This is an optimization exercise on Yosys and OpenROAD, whose aim is small area, a short achievable clock period and few clock cycles per item, not a production implementation. Where RTL was checked, it was by simulation tests only, not by an equivalence proof against the original. Power is estimated from default activity; no workload was simulated.

==> module memoryModule, before the edit <==
module memoryModule #(
	parameter ramWidth = 8,
	parameter addrSize = 8) (
	input clk, rst, isIndirect,
	input [1:0] cntrl,
	input [addrSize-1:0] addr,
	input [ramWidth-1:0] dataIn,
	output [ramWidth-1:0] dataOut,
	output dataReady
	);
	reg ph;                  
	reg [15:0] ptrH, ptrL;   
	wire [7:0] rdata;
	wire startInd = cntrl[1] & isIndirect & ~ph;
	assign dataReady = cntrl[1] & (ph | ~isIndirect);
	assign dataOut = rdata;
	wire we = cntrl == 2'b11 && (ph || !isIndirect);
	wire [7:0] wdata = rst ? 8'd0 : we ? dataIn : rdata;
	wire [7:0] lt = addr & {8{~ph}};
	wire [7:0] lf = ~addr & {8{~ph}};
	wire [15:0] H, L;
	genvar g, b;
	generate
		for (g = 0; g < 16; g = g + 1) begin : dec
			g_a41o uh (.a1(g[3] ? lt[7] : lf[7]), .a2(g[2] ? lt[6] : lf[6]),
			           .a3(g[1] ? lt[5] : lf[5]), .a4(g[0] ? lt[4] : lf[4]),
			           .b1(ptrH[g]), .y(H[g]));
			g_a41o ul (.a1(g[3] ? lt[3] : lf[3]), .a2(g[2] ? lt[2] : lf[2]),
			           .a3(g[1] ? lt[1] : lf[1]), .a4(g[0] ? lt[0] : lf[0]),
			           .b1(ptrL[g]), .y(L[g]));
		end
	endgenerate
	wire [15:0] Hwn, Lwn;
	generate
		for (g = 0; g < 16; g = g + 1) begin : wdec
			g_nor2 uh (.a(H[g]), .b(rst), .y(Hwn[g]));
			g_nor2 ul (.a(L[g]), .b(rst), .y(Lwn[g]));
		end
	endgenerate
	wire [255:0] row;
	wire [2047:0] words;
	generate
		for (g = 0; g < 256; g = g + 1) begin : word
			reg [7:0] q;
			g_nor2 ur (.a(Hwn[g/16]), .b(Lwn[g%16]), .y(row[g]));
			assign words[g*8 +: 8] = q;
			always @(posedge clk)
				if (row[g]) q <= wdata;
		end
	endgenerate
	generate
		for (b = 0; b < 8; b = b + 1) begin : rbit
			wire [15:0] sa, sb, t;
			wire [7:0] s3;
			wire [3:0] s4;
			for (g = 0; g < 16; g = g + 1) begin : grp
				g_ao8 ua (.r(L[7:0]),
				          .q({words[(16*g+7)*8+b], words[(16*g+6)*8+b], words[(16*g+5)*8+b], words[(16*g+4)*8+b],
				              words[(16*g+3)*8+b], words[(16*g+2)*8+b], words[(16*g+1)*8+b], words[(16*g)*8+b]}),
				          .y(sa[g]));
				g_ao8 ub (.r(L[15:8]),
				          .q({words[(16*g+15)*8+b], words[(16*g+14)*8+b], words[(16*g+13)*8+b], words[(16*g+12)*8+b],
				              words[(16*g+11)*8+b], words[(16*g+10)*8+b], words[(16*g+9)*8+b], words[(16*g+8)*8+b]}),
				          .y(sb[g]));
				g_o21ai uo (.a1(sa[g]), .a2(sb[g]), .b1(H[g]), .y(t[g]));
			end
			for (g = 0; g < 8; g = g + 1) begin : t3
				g_nand2 u (.a(t[2*g]), .b(t[2*g+1]), .y(s3[g]));
			end
			for (g = 0; g < 4; g = g + 1) begin : t4
				g_nor2 u (.a(s3[2*g]), .b(s3[2*g+1]), .y(s4[g]));
			end
			g_nand4 t5 (.a(s4[0]), .b(s4[1]), .c(s4[2]), .d(s4[3]), .y(rdata[b]));
		end
	endgenerate
	integer m;
	always @(posedge clk) begin
		if (rst) ph <= 1'b0;
		else ph <= startInd;
		for (m = 0; m < 16; m = m + 1) begin
			ptrH[m] <= ~rst & startInd & (rdata[7:4] == m);
			ptrL[m] <= ~rst & startInd & (rdata[3:0] == m);
		end
	end
endmodule
export LEC_CHECK = 0
export CAP_MARGIN = 20
export CORE_MARGIN = 2
export CORE_UTILIZATION = 60
export CTS_CLUSTER_DIAMETER = 80
export CTS_CLUSTER_SIZE = 28
export GPL_TIMING_DRIVEN = 0
export SETUP_SLACK_MARGIN = 1.0
export SLEW_MARGIN = 20
export SYNTH_HIERARCHICAL = 1
export SYNTH_MINIMUM_KEEP_SIZE = 0
export TNS_END_PERCENT = 5
create_clock -name core_clock -period 6.0 [get_ports {clk}]
standard.sh (not shown) runs the stock make flow with config.mk's settings and CLKGATE_MAP_FILE= SYNTH_SCRIPT=/design/flow/synth_recipe.tcl, a recipe that flattens the netlist after the stock synthesis.
==> flow/flow/run.sh <==
#!/bin/bash
# Standard layout, with the ports buffered by plain buffers (buf_4, which the
# resizer may size up or down within the buf footprint) instead of the delay
# cells buffer_ports picks by default.
set -euo pipefail
bash standard.sh "BUFFER_PORTS_ARGS=-buffer_cell sky130_fd_sc_hd__buf_4" finish > standard.log 2>&1
Testbench counts at the start, summed over its fixed seeds: cycles 7,680, items 6,400.
Rerun with:
--- a/flow/design.v
+++ b/flow/design.v
@@ -30,31 +30,24 @@
 			           .a3(g[1] ? lt[1] : lf[1]), .a4(g[0] ? lt[0] : lf[0]),
 			           .b1(ptrL[g]), .y(L[g]));
 		end
 	endgenerate
-	wire [15:0] Hwn, Lwn;
-	generate
-		for (g = 0; g < 16; g = g + 1) begin : wdec
-			g_nor2 uh (.a(H[g]), .b(rst), .y(Hwn[g]));
-			g_nor2 ul (.a(L[g]), .b(rst), .y(Lwn[g]));
-		end
-	endgenerate
 	wire [255:0] row;
 	wire [2047:0] words;
 	generate
 		for (g = 0; g < 256; g = g + 1) begin : word
 			reg [7:0] q;
-			g_nor2 ur (.a(Hwn[g/16]), .b(Lwn[g%16]), .y(row[g]));
+			g_a21o ur (.a1(H[g/16]), .a2(L[g%16]), .b1(rst), .y(row[g]));
 			assign words[g*8 +: 8] = q;
 			always @(posedge clk)
 				if (row[g]) q <= wdata;
 		end
 	endgenerate
 	generate
 		for (b = 0; b < 8; b = b + 1) begin : rbit
 			wire [15:0] sa, sb, t;
-			wire [7:0] s3;
-			wire [3:0] s4;
+			wire [3:0] s3;
+			wire [1:0] s4;
 			for (g = 0; g < 16; g = g + 1) begin : grp
 				g_ao8 ua (.r(L[7:0]),
 				          .q({words[(16*g+7)*8+b], words[(16*g+6)*8+b], words[(16*g+5)*8+b], words[(16*g+4)*8+b],
 				              words[(16*g+3)*8+b], words[(16*g+2)*8+b], words[(16*g+1)*8+b], words[(16*g)*8+b]}),
@@ -64,15 +57,14 @@
 				              words[(16*g+11)*8+b], words[(16*g+10)*8+b], words[(16*g+9)*8+b], words[(16*g+8)*8+b]}),
 				          .y(sb[g]));
 				g_o21ai uo (.a1(sa[g]), .a2(sb[g]), .b1(H[g]), .y(t[g]));
 			end
-			for (g = 0; g < 8; g = g + 1) begin : t3
-				g_nand2 u (.a(t[2*g]), .b(t[2*g+1]), .y(s3[g]));
+			for (g = 0; g < 4; g = g + 1) begin : t3
+				g_nand4 u (.a(t[4*g]), .b(t[4*g+1]), .c(t[4*g+2]), .d(t[4*g+3]), .y(s3[g]));
 			end
-			for (g = 0; g < 4; g = g + 1) begin : t4
-				g_nor2 u (.a(s3[2*g]), .b(s3[2*g+1]), .y(s4[g]));
-			end
-			g_nand4 t5 (.a(s4[0]), .b(s4[1]), .c(s4[2]), .d(s4[3]), .y(rdata[b]));
+			g_nor2 t4a (.a(s3[0]), .b(s3[1]), .y(s4[0]));
+			g_nor2 t4b (.a(s3[2]), .b(s3[3]), .y(s4[1]));
+			g_nand2 t5 (.a(s4[0]), .b(s4[1]), .y(rdata[b]));
 		end
 	endgenerate
 	integer m;
 	always @(posedge clk) begin
@@ -85,8 +77,11 @@
 	end
 endmodule
 module g_a41o (input a1, a2, a3, a4, b1, output y);
 	assign y = (a1 & a2 & a3 & a4) | b1;
+endmodule
+module g_a21o (input a1, a2, b1, output y);
+	assign y = (a1 & a2) | b1;
 endmodule
 module g_ao8 (input [7:0] r, input [7:0] q, output y);
 	assign y = ~(~((r[0] & q[0]) | (r[1] & q[1])) & ~((r[2] & q[2]) | (r[3] & q[3])) &
 	             ~((r[4] & q[4]) | (r[5] & q[5])) & ~((r[6] & q[6]) | (r[7] & q[7])));
Utilization is higher by 0.22 points.
Clock-buffer cell count is lower by 8.
Hold slack gets worse by 61 ps.
Die area grows by 0.96%.
Total power is lower by 0.97%.
Synthesized cell count goes down by 2.0%.
Global-route usage goes down by 3.2 points.
Via count stays flat.
Sequential share of layout area goes down by 0.51 points.
Cell count fell by 1.6%.
Register-to-register slack barely changes.
Wire length is lower by 6.0%.
Setup slack is worse by 160 ps.
Testbench counts after the change, summed over its fixed seeds: cycles 7,680, items 6,400.

---

The RTL this note starts from:
==> flow/design.v <==
`timescale 1ns / 1ps
module memoryModule #(
	parameter ramWidth = 8,
	parameter addrSize = 8) (
	input clk, rst, isIndirect,
	input [1:0] cntrl,
	input [addrSize-1:0] addr,
	input [ramWidth-1:0] dataIn,
	output [ramWidth-1:0] dataOut,
	output dataReady
	);
	reg ph;                  
	reg [15:0] ptrH, ptrL;   
	wire [7:0] rdata;
	wire startInd = cntrl[1] & isIndirect & ~ph;
	assign dataReady = cntrl[1] & (ph | ~isIndirect);
	wire we = cntrl == 2'b11 && (ph || !isIndirect);
	wire [7:0] wdata = rst ? 8'd0 : we ? dataIn : rdata;
	wire [7:0] lt0, lf0, lt1, lf1;
	genvar g, b;
	generate
		for (b = 0; b < 8; b = b + 1) begin : lit
			g_lit u0 (.a(addr[b]), .p(ph), .t(lt0[b]), .f(lf0[b]));
			g_lit u1 (.a(addr[b]), .p(ph), .t(lt1[b]), .f(lf1[b]));
		end
	endgenerate
	wire [15:0] H, L;
	generate
		for (g = 0; g < 16; g = g + 1) begin : dec
			wire [7:0] lt = {g[0] ? lt1[7:5] : lt0[7:5], g[3] ? lt1[4] : lt0[4],
			                 g[0] ? lt1[3:1] : lt0[3:1], g[3] ? lt1[0] : lt0[0]};
			wire [7:0] lf = {g[0] ? lf1[7:5] : lf0[7:5], g[3] ? lf1[4] : lf0[4],
			                 g[0] ? lf1[3:1] : lf0[3:1], g[3] ? lf1[0] : lf0[0]};
			g_a41o uh (.a1(g[3] ? lt[7] : lf[7]), .a2(g[2] ? lt[6] : lf[6]),
			           .a3(g[1] ? lt[5] : lf[5]), .a4(g[0] ? lt[4] : lf[4]),
			           .b1(ptrH[g]), .y(H[g]));
			g_a41o ul (.a1(g[3] ? lt[3] : lf[3]), .a2(g[2] ? lt[2] : lf[2]),
			           .a3(g[1] ? lt[1] : lf[1]), .a4(g[0] ? lt[0] : lf[0]),
			           .b1(ptrL[g]), .y(L[g]));
		end
	endgenerate
	wire [15:0] Hwn, Lwn;
	generate
		for (g = 0; g < 16; g = g + 1) begin : wdec
			g_nor2 uh (.a(H[g]), .b(rst), .y(Hwn[g]));
			g_nor2 ul (.a(L[g]), .b(rst), .y(Lwn[g]));
		end
	endgenerate
	wire [255:0] row;
	wire [2047:0] words;
	generate
		for (g = 0; g < 256; g = g + 1) begin : word
			reg [7:0] q;
			g_nor2 ur (.a(Hwn[g/16]), .b(Lwn[g%16]), .y(row[g]));
			assign words[g*8 +: 8] = q;
			always @(posedge clk)
				if (row[g]) q <= wdata;
		end
	endgenerate
	generate
		for (b = 0; b < 8; b = b + 1) begin : rbit
			wire [15:0] sa, sb, t;
			wire [7:0] s3;
			wire [3:0] s4;
			for (g = 0; g < 16; g = g + 1) begin : grp
				g_ao8 ua (.r(L[7:0]),
				          .q({words[(16*g+7)*8+b], words[(16*g+6)*8+b], words[(16*g+5)*8+b], words[(16*g+4)*8+b],
				              words[(16*g+3)*8+b], words[(16*g+2)*8+b], words[(16*g+1)*8+b], words[(16*g)*8+b]}),
				          .y(sa[g]));
				g_ao8 ub (.r(L[15:8]),
				          .q({words[(16*g+15)*8+b], words[(16*g+14)*8+b], words[(16*g+13)*8+b], words[(16*g+12)*8+b],
				              words[(16*g+11)*8+b], words[(16*g+10)*8+b], words[(16*g+9)*8+b], words[(16*g+8)*8+b]}),
				          .y(sb[g]));
				g_o21ai uo (.a1(sa[g]), .a2(sb[g]), .b1(H[g]), .y(t[g]));
			end
			for (g = 0; g < 8; g = g + 1) begin : t3
				g_nand2 u (.a(t[2*g]), .b(t[2*g+1]), .y(s3[g]));
			end
			for (g = 0; g < 4; g = g + 1) begin : t4
				g_nor2 u (.a(s3[2*g]), .b(s3[2*g+1]), .y(s4[g]));
			end
			g_nand4 t5 (.a(s4[0]), .b(s4[1]), .c(s4[2]), .d(s4[3]), .y(rdata[b]));
			g_nand4 t5o (.a(s4[0]), .b(s4[1]), .c(s4[2]), .d(s4[3]), .y(dataOut[b]));
		end
	endgenerate
	integer m;
	always @(posedge clk) begin
		if (rst) ph <= 1'b0;
		else ph <= startInd;
		for (m = 0; m < 16; m = m + 1) begin
			ptrH[m] <= ~rst & startInd & (rdata[7:4] == m);
			ptrL[m] <= ~rst & startInd & (rdata[3:0] == m);
		end
	end
endmodule
module g_lit (input a, p, output t, f);
	assign t = a & ~p;
	assign f = ~a & ~p;
endmodule
module g_a41o (input a1, a2, a3, a4, b1, output y);
	assign y = (a1 & a2 & a3 & a4) | b1;
endmodule
module g_ao8 (input [7:0] r, input [7:0] q, output y);
	assign y = ~(~((r[0] & q[0]) | (r[1] & q[1])) & ~((r[2] & q[2]) | (r[3] & q[3])) &
	             ~((r[4] & q[4]) | (r[5] & q[5])) & ~((r[6] & q[6]) | (r[7] & q[7])));
endmodule
module g_o21ai (input a1, a2, b1, output y);
	assign y = ~((a1 | a2) & b1);
endmodule
module g_nand4 (input a, b, c, d, output y);
	assign y = ~(a & b & c & d);
endmodule
module g_nand2 (input a, b, output y);
	assign y = ~(a & b);
endmodule
module g_nor2 (input a, b, output y);
	assign y = ~(a | b);
endmodule
==> flow/config.mk <==
export PLATFORM = sky130hd
export DESIGN_NAME = memoryModule
export DESIGN_NICKNAME = memoryModule
export VERILOG_FILES = /design/flow/design.v
export SDC_FILE = /design/flow/constraint.sdc
export NUM_CORES = 4
export LEC_CHECK = 0
export CAP_MARGIN = 20
export CORE_MARGIN = 2
export CORE_UTILIZATION = 60
export CTS_CLUSTER_DIAMETER = 80
export CTS_CLUSTER_SIZE = 28
export GPL_TIMING_DRIVEN = 0
export SETUP_SLACK_MARGIN = 1.0
export SLEW_MARGIN = 20
export SYNTH_HIERARCHICAL = 1
export SYNTH_MINIMUM_KEEP_SIZE = 0
export TNS_END_PERCENT = 5
==> flow/constraint.sdc <==
create_clock -name core_clock -period 6.0 [get_ports {clk}]
set_input_delay 1.2000 -clock core_clock [delete_from_list [all_inputs] [get_ports {clk}]]
set_output_delay 1.2000 -clock core_clock [all_outputs]
set_load 0.01 [all_outputs]
Scripts as last shown in full above: flow/flow/run.sh
Rerun with:
--- a/flow/design.v
+++ b/flow/design.v
@@ -14,46 +14,30 @@
 	wire [7:0] rdata;
 	wire startInd = cntrl[1] & isIndirect & ~ph;
 	assign dataReady = cntrl[1] & (ph | ~isIndirect);
 	wire we = cntrl == 2'b11 && (ph || !isIndirect);
 	wire [7:0] wdata = rst ? 8'd0 : we ? dataIn : rdata;
-	wire [7:0] lt0, lf0, lt1, lf1;
+	wire [7:0] lt = addr & {8{~ph}};
+	wire [7:0] lf = ~addr & {8{~ph}};
+	wire [15:0] H, L;
 	genvar g, b;
 	generate
-		for (b = 0; b < 8; b = b + 1) begin : lit
-			g_lit u0 (.a(addr[b]), .p(ph), .t(lt0[b]), .f(lf0[b]));
-			g_lit u1 (.a(addr[b]), .p(ph), .t(lt1[b]), .f(lf1[b]));
-		end
-	endgenerate
-	wire [15:0] H, L;
-	generate
 		for (g = 0; g < 16; g = g + 1) begin : dec
-			wire [7:0] lt = {g[0] ? lt1[7:5] : lt0[7:5], g[3] ? lt1[4] : lt0[4],
-			                 g[0] ? lt1[3:1] : lt0[3:1], g[3] ? lt1[0] : lt0[0]};
-			wire [7:0] lf = {g[0] ? lf1[7:5] : lf0[7:5], g[3] ? lf1[4] : lf0[4],
-			                 g[0] ? lf1[3:1] : lf0[3:1], g[3] ? lf1[0] : lf0[0]};
 			g_a41o uh (.a1(g[3] ? lt[7] : lf[7]), .a2(g[2] ? lt[6] : lf[6]),
 			           .a3(g[1] ? lt[5] : lf[5]), .a4(g[0] ? lt[4] : lf[4]),
 			           .b1(ptrH[g]), .y(H[g]));
 			g_a41o ul (.a1(g[3] ? lt[3] : lf[3]), .a2(g[2] ? lt[2] : lf[2]),
 			           .a3(g[1] ? lt[1] : lf[1]), .a4(g[0] ? lt[0] : lf[0]),
 			           .b1(ptrL[g]), .y(L[g]));
 		end
 	endgenerate
-	wire [15:0] Hwn, Lwn;
-	generate
-		for (g = 0; g < 16; g = g + 1) begin : wdec
-			g_nor2 uh (.a(H[g]), .b(rst), .y(Hwn[g]));
-			g_nor2 ul (.a(L[g]), .b(rst), .y(Lwn[g]));
-		end
-	endgenerate
 	wire [255:0] row;
 	wire [2047:0] words;
 	generate
 		for (g = 0; g < 256; g = g + 1) begin : word
 			reg [7:0] q;
-			g_nor2 ur (.a(Hwn[g/16]), .b(Lwn[g%16]), .y(row[g]));
+			g_a21o ur (.a1(H[g/16]), .a2(L[g%16]), .b1(rst), .y(row[g]));
 			assign words[g*8 +: 8] = q;
 			always @(posedge clk)
 				if (row[g]) q <= wdata;
 		end
 	endgenerate
@@ -91,16 +75,15 @@
 			ptrH[m] <= ~rst & startInd & (rdata[7:4] == m);
 			ptrL[m] <= ~rst & startInd & (rdata[3:0] == m);
 		end
 	end
 endmodule
-module g_lit (input a, p, output t, f);
-	assign t = a & ~p;
-	assign f = ~a & ~p;
-endmodule
 module g_a41o (input a1, a2, a3, a4, b1, output y);
 	assign y = (a1 & a2 & a3 & a4) | b1;
+endmodule
+module g_a21o (input a1, a2, b1, output y);
+	assign y = (a1 & a2) | b1;
 endmodule
 module g_ao8 (input [7:0] r, input [7:0] q, output y);
 	assign y = ~(~((r[0] & q[0]) | (r[1] & q[1])) & ~((r[2] & q[2]) | (r[3] & q[3])) &
 	             ~((r[4] & q[4]) | (r[5] & q[5])) & ~((r[6] & q[6]) | (r[7] & q[7])));
 endmodule
Effect: The changed run produced a clean layout. Die area is higher by 0.84%. Synthesized cell count is lower by about 1.3%. Worst setup slack gets worse by 0.049 ns. Core utilization is lower by 0.22 points. Combinational power is lower by about 13%. First-iteration DRC count is lower by 19%. Synthesized area is higher by 0.85%. Cell count barely changes. Worst hold slack gets better by 0.23 ns. Global-route usage is lower by 3.5 points.
Function was not checked in any run of this note: the RTL went through the layout flow alone.

==> afterwards: timing with drivers on the ports <==
The results above use ideal ports. As a check the final layouts listed here were re-extracted and re-timed, cells and wires unchanged.
Step 1 (the two cells are an assumption about what drives the block):
set clk [get_ports {clk}]
set_driving_cell -lib_cell sky130_fd_sc_hd__clkbuf_16 $clk
set_driving_cell -lib_cell sky130_fd_sc_hd__buf_2 [delete_from_list [all_inputs] $clk]
Step 2 also shifts input and output timing later by t, the mid clock arrival at the registers, as if the neighbouring blocks saw the same clock.
a / b / c = no drivers / after step 1 / after step 2; a / b = the first two.
| run | t, ns | setup slack, ns | hold WS [ns] | clock arrival spread, ns | worst register clock-pin slew, ns |
|---|---|---|---|---|---|
| the first run of note 1 | 0.794 | 0.882 / 0.805 / 0.253 | 1.008 / 1.008 / 1.008 | 0.025 / 0.025 | 0.11 / 0.11 |
| the second run of note 1 | 0.794 | 0.723 / 0.680 / 0.190 | 0.947 / 0.902 / 0.972 | 0.037 / 0.037 | 0.11 / 0.11 |
| the first run of note 2 | 0.796 | 0.791 / 0.720 / 0.312 | 0.783 / 0.723 / 0.892 | 0.028 / 0.029 | 0.11 / 0.11 |
| the second run of note 2 | 0.807 | 0.741 / 0.658 / 0.350 | 1.017 / 0.965 / 1.067 | 0.036 / 0.037 | 0.12 / 0.12 |
After both steps every run listed still meets setup and hold. For the first run of note 1, which loses most, drivers alone change the setup slack by -0.077 ns; drivers and shift together by -0.629 ns.
